This is an optimization exercise on Yosys and OpenROAD, whose aim is a short achievable clock period, not a production implementation. RTL that was checked went through simulation tests only; none was proved equivalent to the original. Power is estimated from default activity; no workload was simulated.

==> module new_component, before the edit <==
module new_component (
		input  wire [7:0]  	s0_address,     
		input  wire        	s0_read,        
		output reg  [31:0] 	s0_readdata,    
		input  wire        	s0_write,       
		input  wire [31:0] 	s0_writedata,   
		input  wire        	clk,          	 
		input  wire        	reset,			 
		output wire	[7:0]		led				 
	);
	reg [31:0] count;
	reg [31:0] duty;
	reg [31:0] period;
	reg        wrap;	 
	reg        le;		 
	wire [31:0] wd  = s0_writedata;
	wire        wr0 = s0_write && s0_address == 8'h00;
	wire        wr1 = s0_write && s0_address == 8'h01;
	wire        wr2 = s0_write && s0_address == 8'h02;
	function inc_eq;
		input [31:0] a;
		input [31:0] b;
		reg   [32:0] d;
		reg          ok;
		integer      i;
		begin
			d  = {1'b0, a ^ b};
			ok = d[0];
			for (i = 0; i < 32; i = i + 1)
				ok = ok & (~d[i+1] | d[i]) & (~d[i] | (a[i] == d[i+1]));
			inc_eq = ok;
		end
	endfunction
	wire wd_ge_p  = wd >= period;
	wire wd_le_d  = wd <= duty;
	wire c_ge_wd  = count >= wd;
	wire wd_zero  = wd == 32'd0;
	wire c1_eq_wd = inc_eq(count, wd);
	wire c1_eq_p  = inc_eq(count, period);
	wire p_zero   = period == 32'd0;
	wire c_ne_d   = count != duty;
	always @(posedge clk)
	begin
		case(s0_address)
			8'h00   : s0_readdata <= period;
			8'h01   : s0_readdata <= duty;
			8'h02   : s0_readdata <= count;
			default : s0_readdata <= 0;
		endcase
	end
	always @(posedge clk)
	begin
		if(reset)
		begin
			duty   <= 0;
			period <= 0;
		end
		else
		begin
			if(wr0) period <= wd;
			if(wr1) duty   <= wd;
		end
	end
	always @(posedge clk)
	begin
		if(reset)
		begin
			count <= 0;
			wrap  <= 1'b1;
			le    <= 1'b1;
		end
		else
		begin
			if(wr2)
				count <= wd;
			else if(wrap)
				count <= 0;
			else
				count <= count + 32'd1;
			if(wr2)
				wrap <= wd_ge_p;
			else if(wr0)
				wrap <= wrap ? wd_zero : (c_ge_wd | c1_eq_wd);
			else
				wrap <= wrap ? p_zero : c1_eq_p;
			if(wr2)
				le <= wd_le_d;
			else if(wr1)
				le <= wrap | ~c_ge_wd;
			else
				le <= wrap | (le & c_ne_d);
		end
	end
	assign led = {8{le}};
endmodule
Settings: LEC_CHECK=0, ABC_CLOCK_PERIOD_IN_PS=1000, CAP_MARGIN=20, CORE_MARGIN=2, CORE_UTILIZATION=40, SETUP_SLACK_MARGIN=2.2, SLEW_MARGIN=20; clock period 3.2 ns.
run.sh (not shown) runs the stock make flow with config.mk's settings and CLKGATE_MAP_FILE= SYNTH_SCRIPT=/design/flow/synth_recipe.tcl, a recipe that flattens the netlist after the stock synthesis.
Rerun with:
--- a/flow/design.v
+++ b/flow/design.v
@@ -29,15 +29,34 @@
 			ok = d[0];
 			for (i = 0; i < 32; i = i + 1)
 				ok = ok & (~d[i+1] | d[i]) & (~d[i] | (a[i] == d[i+1]));
 			inc_eq = ok;
 		end
 	endfunction
-	wire wd_ge_p  = wd >= period;
-	wire wd_le_d  = wd <= duty;
-	wire c_ge_wd  = count >= wd;
+	function ge;
+		input [31:0] a;
+		input [31:0] b;
+		reg   [31:0] g;
+		reg   [31:0] e;
+		integer      w;
+		integer      i;
+		begin
+			g = a & ~b;
+			e = ~(g | (~a & b));
+			for (w = 16; w >= 1; w = w / 2)
+				for (i = 0; i < w; i = i + 1)
+				begin
+					g[i] = g[2*i+1] | (e[2*i+1] & g[2*i]);
+					e[i] = e[2*i+1] & e[2*i];
+				end
+			ge = g[0] | e[0];
+		end
+	endfunction
+	wire wd_ge_p  = ge(wd, period);
+	wire wd_le_d  = ge(duty, wd);
+	wire c_ge_wd  = ge(count, wd);
 	wire wd_zero  = wd == 32'd0;
 	wire c1_eq_wd = inc_eq(count, wd);
 	wire c1_eq_p  = inc_eq(count, period);
 	wire p_zero   = period == 32'd0;
 	wire c_ne_d   = count != duty;
 	always @(posedge clk)
Design area goes up slightly.
Via count came out lower by a few percent.
Clock-buffer cell count climbs by 5.
Worst hold slack degrades by 0.032 ns.
Worst setup slack loses 0.084 ns.
Clock power shrinks by roughly a tenth.
Global-route usage went down by 1.2 points.
Core utilization rose by 2.8 points.
Sequential share of layout area fell by 0.22 points.
Sequential power hardly moves.
Total power drops by a few percent.
Maximum frequency drops by a few percent.
Non-clock buffer count goes up by 17.
Cell count drops by a few percent.
The RTL of the second run of this note was laid out without a check of its function.

-- separate check: timing with driven ports --
The results above use ideal ports. As a check the final layouts listed here were re-extracted and re-timed, cells and wires unchanged.
Step 1: set_driving_cell puts a clkbuf_16 on clk and a buf_2 on each other input, an assumption about the parent block.
Step 2, shift: input delay + t, output delay - t, t = (earliest + latest rising clock arrival at the registers) / 2. This alone moves slack from input paths to output paths.
a / b / c = ideal / step 1 / step 2; a / b = the first two.
| run | shift t [ns] | setup slack, ns | worst setup path at the end | worst slew at a driven data input, ns |
|---|---|---|---|---|
| the first run | 0.482 | 0.798 / 0.827 / 0.345 | input to register | 0.14 |
| the second run | 0.487 | 0.714 / 0.722 / 0.243 | input to register | 0.06 |
After both steps setup and hold are still met in every run listed. For the second run, which loses most, drivers alone change the setup slack by +0.008 ns; drivers and shift together by -0.471 ns.
